This design comes from an exercise in tuning for small area and a short achievable clock period on the open sky130 flow, not from production work. Only simulation tests tie the RTL to the original design; equivalence was not proved. In every run shown here, the design's own scripts or RTL, not TritonCTS, make the clock network. The clock port is modelled as an ideal driver, which makes a skipped or thinned clock tree look cheaper than it is; a real chip needs a root buffer or a tree. Power is estimated from default activity; no workload was simulated.

==> flow/design.v, too long to show whole: its modules and the start of the top module <==
// module mac16: 1325 lines
// module mac16_fa: 4 lines
// module mac16_pp: 3 lines
// module mac16_aoi: 3 lines
// module mac16_oai: 3 lines
// module mac16_nand: 3 lines
// module mac16_nor: 3 lines
// module mac16_xor: 3 lines
// module mac16_xnor: 3 lines
// module mac16_inv: 3 lines
// module mac16_ha: 4 lines
module mac16 (
    input             clk,
    input             rst_n,
    input      [15:0] a,
    input      [15:0] b,
    input      [31:0] acc,
    output reg [31:0] out
);
  // ...
==> flow/flow/run.sh <==
#!/bin/bash
# Own layout flow: the standard ORFS flow (standard.sh, synthesis included)
# with two hooks:
#  - flow/resize_hook.tcl, before the placement resizer: port buffer cells,
#    the drive strength of the operand flip-flops, and logic cells that
#    synthesis sized up set back to their smallest drive strength;
#  - flow/cts_hook3.tcl, at the start of CTS: a balanced clock tree of
#    inverter pairs (port -> 4 x clkinv_8 -> 4 x clkinv_16 -> flip-flops)
#    instead of TritonCTS's two-level H-tree of buffers.
set -euo pipefail
here=$(pwd)
export PRE_RESIZE_TCL=$here/flow/resize_hook.tcl
export PRE_CTS_TCL=$here/flow/cts_hook3.tcl
bash standard.sh > $here/standard_flow.log 2>&1
==> flow/flow/cts_hook3.tcl <==
# Clock tree of inverter pairs: the clock port drives four clkinv_8 clock
# inverters; each drives one clkinv_16, which drives the clock pins of one
# quarter of the flip-flops (halved at the median x, then at the median y).
# Every flip-flop sees the same two inverters between it and the port, so the
# clock keeps its polarity and the tree is balanced.
set db [ord::get_db]
set block [ord::get_db_block]
set clk_net [$block findNet clk]
set leaf_master [$db findMaster sky130_fd_sc_hd__clkinv_16]
set root_master [$db findMaster sky130_fd_sc_hd__clkinv_8]

set sinks {}
foreach it [$clk_net getITerms] {
  if {[$it isInputSignal]} {
    set loc [[$it getInst] getLocation]
    lappend sinks [list $it [lindex $loc 0] [lindex $loc 1]]
  }
}
proc bisect {items idx depth} {
  if {$depth == 0} { return [list $items] }
  set s [lsort -real -index $idx $items]
  set h [expr {[llength $s] / 2}]
  set nidx [expr {$idx == 1 ? 2 : 1}]
  return [concat [bisect [lrange $s 0 [expr {$h - 1}]] $nidx [expr {$depth - 1}]] \
                 [bisect [lrange $s $h end] $nidx [expr {$depth - 1}]]]
}
proc centre {items} {
  set sx 0; set sy 0
  foreach s $items { set sx [expr {$sx + [lindex $s 1]}]; set sy [expr {$sy + [lindex $s 2]}] }
  set n [llength $items]
  return [list [expr {int($sx / $n)}] [expr {int($sy / $n)}]]
}
set i 0
foreach g [bisect $sinks 1 2] {
  lassign [centre $g] cx cy
  set rinst [odb::dbInst_create $block $root_master "clkinv_r${i}"]
  set rnet [odb::dbNet_create $block "clknet_r${i}"]
  $rnet setSigType CLOCK
  [$rinst findITerm A] connect $clk_net
  [$rinst findITerm Y] connect $rnet
  $rinst setLocation $cx $cy
  $rinst setPlacementStatus PLACED
  set inst [odb::dbInst_create $block $leaf_master "clkinv_l${i}"]
  set net [odb::dbNet_create $block "clknet_l${i}"]
  $net setSigType CLOCK
  [$inst findITerm A] connect $rnet
  [$inst findITerm Y] connect $net
  foreach s $g {
    set it [lindex $s 0]
    $it disconnect
    $it connect $net
  }
  $inst setLocation $cx $cy
  $inst setPlacementStatus PLACED
  puts "cts_hook: clkinv_l${i} drives [llength $g] clock pins"
  incr i
}
$clk_net setSigType CLOCK

# cts.tcl calls repair_clock_inverters and clock_tree_synthesis next; the tree
# is already built (and its inverters must not be cloned per flip-flop).
rename repair_clock_inverters my_unused_repair_clock_inverters
proc repair_clock_inverters {args} { puts "cts_hook: clock inverters kept as built" }
rename clock_tree_synthesis my_unused_clock_tree_synthesis
proc clock_tree_synthesis {args} { puts "cts_hook: clock tree built by flow/cts_hook3.tcl" }
==> flow/flow/resize_hook.tcl <==
# Port buffers: a small buffer on inputs, a faster one on outputs (out[*] drives
# the 10 fF load and sits on the output timing path).
set n_in 0
set n_out 0
foreach inst [get_cells *] {
  set name [get_property $inst name]
  set ref [get_property $inst ref_name]
  if {[regexp {^input[0-9]+$} $name] && [string match "*buf*" $ref]
      && [get_property [get_nets -of_objects [get_pins $name/A]] name] ne "rst_n"} {
    replace_cell $inst sky130_fd_sc_hd__buf_1
    incr n_in
  } elseif {[regexp {^output[0-9]+$} $name] && [string match "*buf*" $ref]} {
    replace_cell $inst sky130_fd_sc_hd__buf_2
    incr n_out
  } elseif {[regexp {^[ab]_r\[[0-9]+\]} $name] && $ref eq "sky130_fd_sc_hd__dfxtp_1"} {
    replace_cell $inst sky130_fd_sc_hd__dfxtp_4
  }
}
puts "resize_hook: $n_in input and $n_out output buffers replaced"

# Logic cells that synthesis sized up (_2, _4, ...) go back to their smallest
# drive strength: the clock period leaves every such path far from critical.
set n_down 0
foreach inst [get_cells *] {
  set ref [get_property $inst ref_name]
  if {[regexp {^(sky130_fd_sc_hd__([a-z0-9]+))_([0-9]+)$} $ref -> base func drive]
      && $drive > 1
      && ![regexp {^(df|sdf|edf|dl|buf|clk|inv|bufinv|conb|tap|fill|decap|fa|ha)} $func]} {
    foreach small {1 0} {
      set lib_cell [get_lib_cells -quiet */${base}_${small}]
      if {$lib_cell ne ""} {
        replace_cell $inst [get_property $lib_cell name]
        incr n_down
        break
      }
    }
  }
}
puts "resize_hook: $n_down logic cells set to their smallest size"
==> flow/standard.sh <==
#!/bin/bash
# synth_recipe.tcl (not shown) runs the flow's synth.tcl, then flattens the netlist and writes it again
# the make line also repeats each setting of config.mk as NAME=value (left out here)
make -C /OpenROAD-flow-scripts/flow DESIGN_CONFIG=/design/flow/config.mk WORK_HOME=/design/flow/orfs CLKGATE_MAP_FILE= SYNTH_SCRIPT=/design/flow/synth_recipe.tcl "${@:-finish}"
==> flow/config.mk <==
export PLATFORM = sky130hd
export DESIGN_NAME = mac16
export DESIGN_NICKNAME = mac16
export VERILOG_FILES = /design/flow/design.v
export SDC_FILE = /design/flow/constraint.sdc
export NUM_CORES = 4
export LEC_CHECK = 0
export CAP_MARGIN = 20
export CORE_MARGIN = 2
export CORE_UTILIZATION = 65
export PLACE_DENSITY = 0.92
export SLEW_MARGIN = 20
export SYNTH_HIERARCHICAL = 1
export SYNTH_MINIMUM_KEEP_SIZE = 0
==> flow/constraint.sdc <==
create_clock -name core_clock -period 15.0 [get_ports {clk}]
set_input_delay 3.0000 -clock core_clock [delete_from_list [all_inputs] [get_ports {clk}]]
set_output_delay 3.0000 -clock core_clock [all_outputs]
set_load 0.01 [all_outputs]
==> run_results.csv, run 1 <==
group,metric,value,unit
place,gp_congestion,0.9249,
power_and_ir_drop,p_sw_share,41.53,%
worst_hold_path,whs_endpoint,"v2n",
floorplanning,nWellTaps,216,
critical_path,timing.rr.start,"b_r[15]",
critical_path,startpoint,"out[23]",
global_routing,use_met2,47.43,%
sta,fin_crit,3.652,ns
cells_and_area,utilization,71.09,%
sta,fin_skew,0.007095,ns
power_and_ir_drop,p_leak,0.005115,uW
critical_path,cp_slowest_stage_delay,0.38,ns
cells_and_area,nets,1292,
critical_path,critical_path.top_delay_family,"flip-flops",
cells_and_area,layout_commonest_cell,"nor2_1",
status,outcome,"complete, no violations",
sta,slew_viol_final,0,
drt,wl,22770,um
critical_path,reg2reg_slack,11.39,ns
power_and_ir_drop,finalPower,1705,uW
synthesis,syn-mean-instance-area,12.13,sq um
critical_path,cp-start-kind,"flip-flop",
sta,timing.slew.headroom,50.96,%
clock_network,clk_latency,0.14,ns
synthesis,synth_fa_ha_area_share,49.50,%
synthesis,syn_nets,1188,
power_and_ir_drop,power_frac_comb,54.6,%
drt,wl_per_cell,19.48,um
sta,setup_tns,0,ns
worst_hold_path,hold_path_startpoint,"v1",
cells_and_area,final_cell_mix,"287 x nor2_1, 229 x fa_1, 89 x dfxtp_1",
synthesis,synth_top_family_by_area,"adder cells",
synthesis,ys_types,16,
power_and_ir_drop,power.share.sequential,35.7,%
place,placed_area,10980,sq um
global_routing,overflow,0,
drt,drc,0,
synthesis,yosys-top-cells-count,"287 x nor2_1, 229 x fa_1, 121 x dfxtp_1",
critical_path,worst-setup-path-type,"reg2out",
sta,hold_viol,0,
synthesis,synth_edf_count,0,
clock_network,cts-resized-gates,0,
clock_network,clk_pin_slew,0.08,ns
clock_network,hold_buffers,0,
cells_and_area,multi_input_area,6756,sq um
==> inputs of run 2 (changes only) <==
--- a/flow/flow/resize_hook.tcl
+++ b/flow/flow/resize_hook.tcl
@@ -11,5 +11,5 @@
     incr n_in
   } elseif {[regexp {^output[0-9]+$} $name] && [string match "*buf*" $ref]} {
-    replace_cell $inst sky130_fd_sc_hd__buf_2
+    replace_cell $inst sky130_fd_sc_hd__clkbuf_2
     incr n_out
   } elseif {[regexp {^[ab]_r\[[0-9]+\]} $name] && $ref eq "sky130_fd_sc_hd__dfxtp_1"} {
==> run 2 against run 1 <==
Effect of this change:
- sequential power hardly changed
- register-to-register slack better by 0.02 ns
- critical path depth stayed put
- clock power hardly changed
- hold slack hardly changed
- via count hardly changed
- die area stayed put
- utilization stayed put
- area after synthesis stayed put
- global-route usage is 0.067 points lower
- worst setup slack better by 0.00070 ns
- total power is 0.33% lower
- critical path type unchanged
==> run_results.csv, run 2 <==
group,metric,value,unit
worst_hold_path,hp-class,"reg2reg",
sta,fin_skew,0.01035,ns
sta,hold_viol,0,
floorplanning,die_h,130.0,um
power_and_ir_drop,p_sw_share,41.46,%
critical_path,critPathBufInv,1,
critical_path,worst-setup-path-type,"reg2out",
cells_and_area,final_cell_mix,"287 x nor2_1, 229 x fa_1, 89 x dfxtp_1",
synthesis,async_flop_share,21.94,%
synthesis,synth_top_area_cell,"fa_1",
drt,drt_first_pass_iters,7,
cells_and_area,utilization,71.09,%
sta,setup_viol_count_final,0,
clock_network,hold_buffers,0,
synthesis,synth_top_area_share,44.41,%
synthesis,synth_area,10320,sq um
clock_network,clk_latency,0.14,ns
power_and_ir_drop,power_density,152.1,nW/um^2
synthesis,yosys-top-cells-count,"287 x nor2_1, 229 x fa_1, 121 x dfxtp_1",
cells_and_area,diodes,0,
drt,wl_per_cell,19.30,um
critical_path,path_cells,"clkbuf_2",
sta,max_freq,273.9,MHz
sta,period_share,24.34,%
cells_and_area,drive_gt1_share,7.765,%
cells_and_area,layout_commonest_cell,"nor2_1",
cells_and_area,n_fill_cell,1057,
cells_and_area,nets,1292,
place,placed_area,10980,sq um
drt,ant_nets,0,
clock_network,cts_setup_buffers,0,
critical_path,cp-start-kind,"flip-flop",
drt,vias_per_cell,5.802,
floorplanning,initial_core_util,65.70,%
cells_and_area,reg_top3,"acc_r: 32 flops, out: 32 flops, x_r: 26 flops",
global_routing,antenna_found_initial,0,
place,gp_congestion,0.9249,
clock_network,cts-resized-gates,0,
synthesis,synth_edf_count,0,
synthesis,synth_seq_cells,155,
synthesis,syn-mean-instance-area,12.13,sq um
floorplanning,io_pins,98,
sta,worst_pin_slew,0.7413,ns
cells_and_area,area_delta_synth_final,8.193,%
place,placed_cells,1161,
floorplanning,fp-row-count,46,
global_routing,grt_pass1_wl,36090,um
clock_network,clk_pin_slew,0.08,ns
critical_path,crit_slowest_cell,"dfrtp_1",
drt,drt-initial-drc-count,566,
place,io_buffers,97,
synthesis,netlist_instances,851,
global_routing,grt.total_usage,27.89,%
power_and_ir_drop,p_leak,0.005103,uW
flow_run,maxCapViolations,0,
drt,wl,22570,um
cells_and_area,stdcell_count,1169,
power_and_ir_drop,clkPwrFrac,9.8,%
critical_path,cp-end-kind,"primary output",
power_and_ir_drop,power_frac_comb,54.3,%
synthesis,synthFlopType,"dfxtp_1",
critical_path,cp_slowest_stage_delay,0.39,ns
sta,setup_tns,0,ns
synthesis,ys_warn_count,7,
global_routing,grt_pass1_vias,7506,
synthesis,syn_nets,1188,
power_and_ir_drop,switchingPower,704.4,uW
sta,fin_crit,3.651,ns
synthesis,synthTopCellsByArea,"fa_1 44%, dfxtp_1 23%, nor2_1 10%, dfrtp_1 8.0%, ha_1 5.1%",
drt,vias,6783,
synthesis,post-synth-top-count-cell,"nor2_1",
synthesis,yosysSeqAreaShare,31.72,%
sta,timing.slew.headroom,50.58,%
sta,rsz0062_at_grt,"false",
global_routing,grt_max_degree,40,
status,outcome,"complete, no violations",
sta,slew_viol_final,0,
floorplanning,dieArea,16910,sq um
power_and_ir_drop,internal_power,994.5,uW
critical_path,worstPathArrival,0.65,ns
drt,drc,0,
power_and_ir_drop,ir_drop,82.39,uV
cells_and_area,final_area,11170,sq um
place,dp_hpwl,16970,um
critical_path,required,12.00,ns
critical_path,critical_path.top_delay_family,"flip-flops",
global_routing,overflow,0,
power_and_ir_drop,power.share.sequential,35.9,%
floorplanning,die_w,130.0,um
critical_path,worstPathMaxFanout,1,
floorplanning,core-area,15710,sq um
synthesis,ys_types,16,
## run 2: cell counts after synthesis
Identical to the previous run, type by type.
## run 2: kinds of logic (layout without fill, tap and decap cells)
logic type | Yosys count | count (layout) | share of synthesized area (%)
AOI/OAI and AO/OA | 44 | 44 | 3.224
xor gates and xnor gates | 27 | 27 | 2.436
adders and majority gates | 271 | 271 | 49.50
buffers and inverters | 45 | 147 | 1.745
other | 2 | 2 | 0.07275
and+or+nand+nor | 307 | 307 | 11.31
DFF | 155 | 155 | 31.72
## run 2: power by group through the flow
| stage | Clock (uW) | Sequential, uW | Combinational (uW) |
|---|---|---|---|
| 3_3_place_gp | 0 | 613 | 958 |
| 5_1_grt | 190 | 619 | 1040 |
| 4_1_cts | 137 | 618 | 930 |
| 3_5_place_dp | 0 | 617 | 926 |
| 2_1_floorplan | 0 | 610 | 718 |
| 6_report | 167 | 609 | 923 |
## run 2: path summary, 6_finish.rpt
| check | to | slack [ns] | startpoint | depth (start not counted) |
|---|---|---|---|---|
| worst min register to register | v2n | 0.37 | v1 | 1 |
| worst max-delay path | out[23] | 11.35 | out[23] | 1 |
| worst max register to register | x_r[19] | 11.41 | a_r[12] | 7 |
| max in group asynchronous | out[9] | 11.61 | rst_n | 1 |
| worst min-delay path | v2n | 0.37 | v1 | 1 |
| min in group asynchronous | out[18] | 2.92 | rst_n | 1 |
## run 2: modules after synthesis (local to each module, per instance)
| module | flops+latches | cells inside | cell area [sq um] |
|---|---|---|---|
| mac16 | 155 | 226 | 3587 |
| mac16_aoi | 0 | 1 | 8.758 |
| mac16_fa | 0 | 1 | 20.02 |
| mac16_ha | 0 | 1 | 12.51 |
| mac16_inv | 0 | 1 | 3.754 |
| mac16_nand | 0 | 1 | 3.754 |
| mac16_nor | 0 | 1 | 3.754 |
| mac16_oai | 0 | 1 | 5.005 |
| mac16_pp | 0 | 1 | 3.754 |
| mac16_xnor | 0 | 1 | 8.758 |
| mac16_xor | 0 | 1 | 8.758 |
## run 2: layout make-up
| cell class | count | area [sq um] | share of cell area [%] |
|---|---|---|---|
| inverter | 50 | 342.8 | 3.069 |
| sequential | 155 | 3395 | 30.39 |
| timing repair buffer | 97 | 405.4 | 3.629 |
| multi-input combinational | 651 | 6756 | 60.49 |
| tap | 216 | 270.3 | 2.420 |
## run 2: per-stage QoR
stage	setup WS, ns	hold slack (ns)	total power (uW)
finish	11.35	0.3662	1699
global route	11.32	0.3828	1851
CTS	11.37	0.3580	1686
detailed placement	11.37	0.3595	1543
global placement	11.16	0.3369	1571
floorplan	11.52	0.3367	1328
## run 2: per-layer routing
| metal | track usage (%) | vias up | part of all wire [%] |
|---|---|---|---|
| met2 | 47.49 | 518 | 50 |
| met1 | 34.58 | 3330 | 35 |
| met5 | 0 | - | 0 |
| met3 | 5.781 | 131 | 11 |
| met4 | 13.22 | 0 | 4.9 |
| li1 | - | 2804 | - |

-- re-timing with driven ports --
No port has a modelled driver above. Below, the same layouts with a new extraction and two added sets of constraints. Step 1: set_driving_cell puts a clkbuf_16 on clk and a buf_2 on each other input, an assumption about the parent block. Step 2 also shifts input and output timing later by t, the mid clock arrival at the registers, as if the neighbouring blocks saw the same clock. Slacks: no drivers / after step 1 / after step 2; pairs: no drivers / after step 1.
| run | t (ns) | slack for setup (ns) | hold slack, ns |
|---|---|---|---|
| run 1 | 0.284 | 11.348 / 11.199 / 11.394 | 0.366 / 0.366 / 0.366 |
| run 2 | 0.286 | 11.349 / 11.198 / 11.405 | 0.366 / 0.366 / 0.366 |
After both steps every run listed still meets setup and hold.
